This is an optimization exercise on Yosys and OpenROAD, whose aim is small area, not a production implementation.
Only simulation tests tie the RTL to the original design; equivalence was not proved.
Power figures rest on the tool's default switching activity, not on a simulated workload.

==> flow/design.v <==
module clock_divider #(
    parameter IN_FREQUENCY  = 10 ** 7,
    parameter OUT_FREQUENCY = 100
) (
    input  logic clk,
    input  logic rst,
    input  logic en,
    output logic tick
);
  localparam MAX_COUNT = IN_FREQUENCY / OUT_FREQUENCY / 2 - 1;
  localparam COUNTER_WIDTH = $clog2(MAX_COUNT + 1);
  logic [COUNTER_WIDTH-1:0] counter;
  logic outclk;
  assign tick = en && counter >= COUNTER_WIDTH'(MAX_COUNT) && !outclk;
  always_ff @(posedge clk) begin
    if (rst) begin
      counter <= 0;
      outclk  <= 0;
    end else if (en) begin
      if (counter >= COUNTER_WIDTH'(MAX_COUNT)) begin
        counter <= 0;
        outclk  <= ~outclk;
      end else begin
        counter <= counter + 1'b1;
      end
    end
  end
endmodule
module game_of_life #(
    parameter WIDTH = 20,
    HEIGHT = 15
) (
    input logic clk,
    input logic rst,
    input logic reset,
    input logic step,
    input logic load,
    input logic [HEIGHT-1:0][WIDTH-1:0] load_grid,
    output logic [HEIGHT-1:0][WIDTH-1:0] grid
);
  logic [HEIGHT-1:0][WIDTH-1:0] next_grid;
  function automatic logic [3:0] count_neighbors(input int x, input int y);
    logic [3:0] count;
    int nx;
    int ny;
    count = 0;
    for (int dx = -1; dx <= 1; dx++) begin
      for (int dy = -1; dy <= 1; dy++) begin
        nx = x + dx;
        ny = y + dy;
        if ((dx != 0 || dy != 0) && nx >= 0 && nx < WIDTH && ny >= 0 && ny < HEIGHT) begin
          count += grid[ny][nx];
        end
      end
    end
    count_neighbors = count;
  endfunction
  logic [HEIGHT-1:0][WIDTH-1:0] counter;
  logic [HEIGHT-1:0][WIDTH-1:0] next_counter;
  always_comb begin
    next_counter = counter;
    next_counter += 1;
    next_counter ^= next_counter >> 3;
    next_counter <<= next_counter % 4;
  end
  always_ff @(posedge clk) begin
    if (rst) begin
      counter <= 0;
    end else if (reset) begin
      counter <= next_counter;
    end
  end
  always_comb begin
    for (int x = 0; x < WIDTH; x++) begin
      for (int y = 0; y < HEIGHT; y++) begin
        logic [3:0] neighbors;
        neighbors = count_neighbors(x, y);
        if (grid[y][x] == 1 && (neighbors < 2 || neighbors > 3)) begin
          next_grid[y][x] = 0;
        end else if (grid[y][x] == 0 && neighbors == 3) begin
          next_grid[y][x] = 1;
        end else begin
          next_grid[y][x] = grid[y][x];
        end
      end
    end
  end
  always_ff @(posedge clk) begin
    if (rst) begin
      grid <= 0;
    end else if (load) begin
      grid <= load_grid;
    end else if (~reset) begin
      grid <= counter;
    end else if (step) begin
      grid <= next_grid;
    end
  end
endmodule
module vga #(
    parameter H_PIXELS = 800,
    H_SYNCTIME = 128,
    H_PORCH = 88 + 40,
    V_LINES = 600,
    V_SYNCTIME = 4,
    V_PORCH = 1 + 23,
    CELL_SIZE = 40
) (
    input logic clk,
    input logic rst,
    output logic hsync,
    output logic vsync,
    output logic [2:0] rgb,
    input logic [V_LINES/CELL_SIZE-1:0][H_PIXELS/CELL_SIZE-1:0] grid
);
  localparam H_PERIOD = H_PIXELS + H_SYNCTIME + H_PORCH;
  localparam V_PERIOD = V_LINES + V_SYNCTIME + V_PORCH;
  logic [$clog2(H_PERIOD):0] hcnt;
  logic [$clog2(V_PERIOD):0] vcnt;
  logic blank;
  assign blank = (hcnt >= H_PIXELS || vcnt >= V_LINES) ? 1 : 0;
  logic hsync_rise;
  assign hsync_rise = !hsync && hcnt >= H_PIXELS && hcnt < (H_PIXELS + H_SYNCTIME);
  always_ff @(posedge clk) begin
    if (rst) begin
      hcnt <= 0;
    end else if (hcnt < H_PERIOD) begin
      hcnt <= hcnt + 1;
    end else begin
      hcnt <= 0;
    end
  end
  always_ff @(posedge clk) begin
    if (rst) begin
      vcnt <= 0;
    end else if (hsync_rise) begin
      if (vcnt < V_PERIOD) begin
        vcnt <= vcnt + 1;
      end else begin
        vcnt <= 0;
      end
    end
  end
  always_ff @(posedge clk) begin
    if (rst) begin
      hsync <= 0;
    end else if (hcnt >= H_PIXELS && hcnt < (H_PIXELS + H_SYNCTIME)) begin
      hsync <= 1;
    end else begin
      hsync <= 0;
    end
  end
  always_ff @(posedge clk) begin
    if (rst) begin
      vsync <= 0;
    end else if (hsync_rise) begin
      if (vcnt >= V_LINES && vcnt < (V_LINES + V_SYNCTIME)) begin
        vsync <= 1;
      end else begin
        vsync <= 0;
      end
    end
  end
  always_ff @(posedge clk) begin
    if (rst) begin
      rgb <= 3'b000;
    end else if (!blank && grid[vcnt/CELL_SIZE][hcnt/CELL_SIZE]) begin
      rgb <= 3'b101;   
    end else begin
      rgb <= 3'b000;   
    end
  end
endmodule
module counter #(
    parameter WIDTH = 20,
    HEIGHT = 15
) (
    input logic [HEIGHT-1:0][WIDTH-1:0] grid,
    output logic [31:0] display_data
);
  typedef enum logic [7:0] {
    SEG_EMPTY = 8'b00000000,
    SEG_TM = 8'b00000001,
    SEG_TR = 8'b00000010,
    SEG_BR = 8'b00000100,
    SEG_BM = 8'b00001000,
    SEG_BL = 8'b00010000,
    SEG_TL = 8'b00100000,
    SEG_MM = 8'b01000000,
    SEG_DOT = 8'b10000000,
    SEG_0 = 8'b00111111,
    SEG_1 = 8'b00000110,
    SEG_2 = 8'b01011011,
    SEG_3 = 8'b01001111,
    SEG_4 = 8'b01100110,
    SEG_5 = 8'b01101101,
    SEG_6 = 8'b01111101,
    SEG_7 = 8'b00000111,
    SEG_8 = 8'b01111111,
    SEG_9 = 8'b01101111
  } segment_t;
  function automatic segment_t digit(int index);
    case (index)
      0: digit = SEG_0;
      1: digit = SEG_1;
      2: digit = SEG_2;
      3: digit = SEG_3;
      4: digit = SEG_4;
      5: digit = SEG_5;
      6: digit = SEG_6;
      7: digit = SEG_7;
      8: digit = SEG_8;
      9: digit = SEG_9;
      default: digit = SEG_EMPTY;
    endcase
  endfunction
  always_comb begin
    int live_cell_count;
    live_cell_count = 0;
    for (int i = 0; i < HEIGHT; i++) begin
      for (int j = 0; j < WIDTH; j++) begin
        if (grid[i][j]) begin
          live_cell_count += 1;
        end
      end
    end
    display_data = {
      digit((live_cell_count / 1000) % 10),
      digit((live_cell_count / 100) % 10),
      digit((live_cell_count / 10) % 10),
      digit(live_cell_count % 10)
    };
  end
endmodule
module display (
    input logic clk,
    input logic rst,
    input logic tick,
    input logic [31:0] display_data,
    output logic [7:0] segment_pins,
    output logic [3:0] display_select
);
  logic [1:0] display_counter;
  always_ff @(posedge clk) begin
    if (rst) begin
      display_select  <= 0;
      segment_pins    <= 0;
      display_counter <= 0;
    end else if (tick) begin
      display_select  <= 4'b1 << display_counter;
      segment_pins    <= display_data[display_counter*8+:8];
      display_counter <= display_counter + 1;
    end
  end
endmodule
module game_of_silicon (
    input logic clk,
    input logic rst,
    input logic reset,
    input logic load,
    input logic [299:0] load_grid,
    output logic [299:0] grid_out,
    output logic [7:0] segment_pins,
    output logic [3:0] display_select,
    output logic [2:0] rgb,
    output logic vsync,
    output logic hsync
);
  logic tick_display;
  clock_divider #(
      .IN_FREQUENCY (16),
      .OUT_FREQUENCY(1)
  ) divider_display (
      .clk (clk),
      .rst (rst),
      .en  (1'b1),
      .tick(tick_display)
  );
  logic tick_generation;
  clock_divider #(
      .IN_FREQUENCY (8),
      .OUT_FREQUENCY(1)
  ) divider_generation (
      .clk (clk),
      .rst (rst),
      .en  (tick_display),
      .tick(tick_generation)
  );
  localparam WIDTH = 20;
  localparam HEIGHT = 15;
  localparam CELL_SIZE = 40;
  logic [HEIGHT-1:0][WIDTH-1:0] grid;
  game_of_life #(
      .WIDTH (WIDTH),
      .HEIGHT(HEIGHT)
  ) game_of_life (
      .clk  (clk),
      .rst  (rst),
      .reset(reset),
      .step (tick_generation),
      .load (load),
      .load_grid(load_grid),
      .grid (grid)
  );
  assign grid_out = grid;
  vga #(
      .CELL_SIZE(CELL_SIZE)
  ) vga (
      .clk  (clk),
      .rst  (rst),
      .hsync(hsync),
      .vsync(vsync),
      .rgb  (rgb),
      .grid (grid)
  );
  logic [31:0] display_data;
  counter counter (
      .grid(grid),
      .display_data(display_data)
  );
  display display (
      .clk(clk),
      .rst(rst),
      .tick(tick_display),
      .display_data(display_data),
      .segment_pins(segment_pins),
      .display_select(display_select)
  );
endmodule
==> flow/run.sh <==
#!/bin/bash
# synth_recipe.tcl (not shown) runs the flow's synth.tcl, then flattens the netlist and writes it again
# the make line also repeats each setting of config.mk as NAME=value (left out here)
make -C /OpenROAD-flow-scripts/flow DESIGN_CONFIG=/design/flow/config.mk WORK_HOME=/design/flow/orfs CLKGATE_MAP_FILE= SYNTH_SCRIPT=/design/flow/synth_recipe.tcl finish
==> flow/config.mk <==
export PLATFORM = sky130hd
export DESIGN_NAME = game_of_silicon
export DESIGN_NICKNAME = game_of_silicon
export VERILOG_FILES = /design/flow/design.v
export SDC_FILE = /design/flow/constraint.sdc
export NUM_CORES = 8
export LEC_CHECK = 0
export ABC_AREA = 1
export CAP_MARGIN = 20
export CORE_MARGIN = 2
export CORE_UTILIZATION = 40
export SLEW_MARGIN = 20
==> flow/constraint.sdc <==
create_clock -name core_clock -period 400.0 [get_ports {clk}]
set_input_delay 80.0000 -clock core_clock [delete_from_list [all_inputs] [get_ports {clk}]]
set_output_delay 80.0000 -clock core_clock [all_outputs]
set_load 0.01 [all_outputs]
==> notes.md <==
stage by stage:
step	area, um2	total power [mW]	instances	util
floorplan	375000	107.6	69618	-
global placement	394600	129.4	82341	0.4222
detailed placement	394600	129.1	82343	0.4222
CTS	398000	129.6	82523	0.4259
global route	398100	146.1	82543	0.4260
finish	398200	130.0	82581	0.4261
layer usage:
metal  GRT usage  vias up
met2      0.4224    11105
met1      0.3943   186702
met3     0.08178     1445
met5    0.001649        -
met4     0.08098       66
li1            -   220571
sequential cells by signal (all words and copies together), names as in the netlist, 2 cells and up:
name                        count
game_of_life.grid             300
game_of_life.counter          299
vga.hcnt                       12
vga.vcnt                       11
display.segment_pins            7
display.display_select          4
divider_display.counter         3
display.display_counter         2
divider_generation.counter      2
logic make-up after synthesis:
family,after synthesis,share of synthesized area
AOI/OAI and AO/OA,4133,0.06731
xor gates and xnor gates,901,0.02215
muxes,11,0.0003036
DFF,645,0.03443
buffers and inverters,13662,0.1462
adders and majority gates,2245,0.09639
other,1,0.00001000
and+or+nand+nor,48018,0.6333
layout by cell type, fill, tap and decap left out, types with 432 or more instances in the layout:
| cell type | count |
|---|---|
| a21oi_1 | 1116 |
| buf_4 | 480 |
| clkdlybuf4s50_1 | 590 |
| dfxtp_1 | 643 |
| fa_1 | 1073 |
| ha_1 | 1171 |
| inv_1 | 11626 |
| inv_2 | 896 |
| nand2_1 | 19342 |
| nand2_2 | 5744 |
| nand2_4 | 432 |
| nand3_1 | 8200 |
| nand3_2 | 1698 |
| nand3b_1 | 1223 |
| nand4_1 | 1742 |
| nor2_1 | 7001 |
| nor2_2 | 997 |
| nor3_1 | 521 |
| o21ai_0 | 1222 |
| xor2_1 | 737 |
area by class of cell:
| class | count | area, um2 |
|---|---|---|
| inverters | 12812 | 48890 |
| flip-flops and latches | 645 | 12920 |
| diodes | 54 | 135.1 |
| clock inverters | 50 | 633.1 |
| repair buffers | 1084 | 9742 |
| well taps | 12495 | 15630 |
| multi-input cells | 55311 | 307500 |
| clock buffers | 130 | 2765 |
| fillers | 105229 | 536400 |
==> flow_summary.toml <==
[global_routing]
grt_max_degree = 205
antenna_found_initial = 120
first_global_vias = 379759
grt_overflow_total = 0
grt_usage = 0.2831
grt_pass1_wl_um = 2145000

[detailed_routing]
first_pass_iters = 9
antenna_left = 0
dr_wl_met2_um = 546700
drt_iter0_markers = 34125
routed.top_layer = "met5"
wl_um = 1384000
m1WireLength_um = 650500
wl_per_cell_um = 16.76
drcViolationCount = 0
via_count = 419889
post_drt_via_cell_ratio = 5.085
met3WireLength_um = 138000

[pwr]
pg_clk_uw = 101
combPwrFrac = 0.999
leakagePower_nw = 213.7
seqPwrFrac = 0.001
power.group.top = "combinational cells"
p_comb_mw = 130
p_int_mw = 36.44
ir_drop_mv = 1.527
power_density_nw_per_um2 = 326.5
switchingPower_mw = 93.57
p_sw_frac = 0.7197
clkPwrFrac = 0.001
p_seq_uw = 80.9

[die]
start_util = 0.4013
pin_count = 621
die_y_um = 972.3
core_um2 = 934500
dieArea_um2 = 945300
die_x_um = 972.3
rows = 355

[logic_synthesis]
synthTopCellsByCount = "19,344 x nand2_1, 11,632 x inv_1, 8,200 x nand3_1, 7,008 x nor2_1, 5,744 x nand2_2"
synth-main-ff-cell = "dfxtp_1"
synth_top_area_share = 0.1936
ys_ff_latch = 645
ys_top_cells_by_area = "nand2_1 19%, inv_1 12%, nand3_1 11%"
synth_area_um2 = 375000
syn_avg_cell_area_um2 = 5.387
synth.most_common_cell = "nand2_1"
yosysWarnings = 6
synthArstFlopShare = 0
yosysTopAreaCell = "nand2_1"
synth_edf_count = 0
synth_cells = 69616
ys_seq_area_frac = 0.03443
synth_cell_types = 129

[sta]
final_max_slew_viol_count = 0
worst_pin_slew_ns = 1.235
setup_violations = 0
hold_viol = 0
period_share = 0.6746
max_freq_ghz = 0.003706
slew_headroom = 0.1678
hold_ws_ns = 0.4464
fin_worst_skew_ns = 0.1540
setup_tns_ns = 0
rsz0062_at_grt = "no"
fin_crit_ns = 269.85
fin_ws_ns = 130.15

[layout]
layout.nets = 72503
syn2layout_area_growth_pct = 6.179
layout-drive-gt1-share = 0.1682

[clock_tree]
h-tree-depth = 3
postCtsHoldBufs = 0
clkTransAtPathRegs_ns = 0.06
clockBufferDepth = 4
cts_setup_buffers = 0
tritoncts = "yes"
clock-sinks = 645
cts-root-buf = "clkbuf_16"
clk_latency_ns = 1.05
cts_repair_resize_count = 0
cts-buffers-inserted = 100

[run_status]
status = "complete, no violations"

[worst_setup_path]
critPathLaunch = "game_of_life.grid[1]"
crit_path_start_kind = "flip-flop"
worst-path-stages = 736
crit_type = "reg -> reg"
r2r_end = "display.segment_pins[0]"
crit_buf_inv = 128
crit_path_end = "display.segment_pins[0]"
critPathMostFrequentCell = "nand2_1"
crit_slowest_cell = "dfxtp_1"
r2r_start = "game_of_life.grid[1]"
cp_top_family = "simple AND/OR/NAND/NOR gates"
rrSetupSlack_ns = 130.15
slowest_delay_ns = 0.49
crit_arrival_ns = 270.73
critPathCaptureType = "flip-flop"
ff2ff_path_depth = 1478
worst-path-max-fanout = 7
critPathRequiredTime_ns = 400.88

[placed_design]
place.gp.congestion = 1.028
place_hpwl_um = 1184000
post-place-ws_ns = 132.10
io_buffers = 618

[worst_hold_path]
hold_path_end = "divider_display.counter[0]"
worstHoldStart = "divider_display.counter[0]"
hold_path_depth = 1
hp-class = "reg -> reg"

[job]
maxCapViolCount = 0

[static timing again, ports no longer ideal]
The flow's constraints put no driver on any port. The routed layout listed below was extracted and timed again, unchanged, in two steps.
Step 1 sets driving cells, clkbuf_16 on the clock port and buf_2 on the other inputs (assumed; they add their load-dependent delay and slew).
Step 2 adds t to the input delays and takes it off the output delays; t is the mean of the earliest and latest rising clock arrival at the registers after step 1. Input paths then give back, and output paths get back, about the clock's delay inside the block.
a / b / c = ideal ports / drivers / drivers and shift; a / b = the first two.
t (ns): 1.105
slack for setup (ns): 130.153 / 130.153 / 130.153
hold slack, ns: 0.446 / 0.446 / 0.446
pins driven straight from the clock port: 1
After both steps setup and hold are still met in this run. For this run, drivers alone change the setup slack by 0.000 ns; drivers and shift together by 0.000 ns.
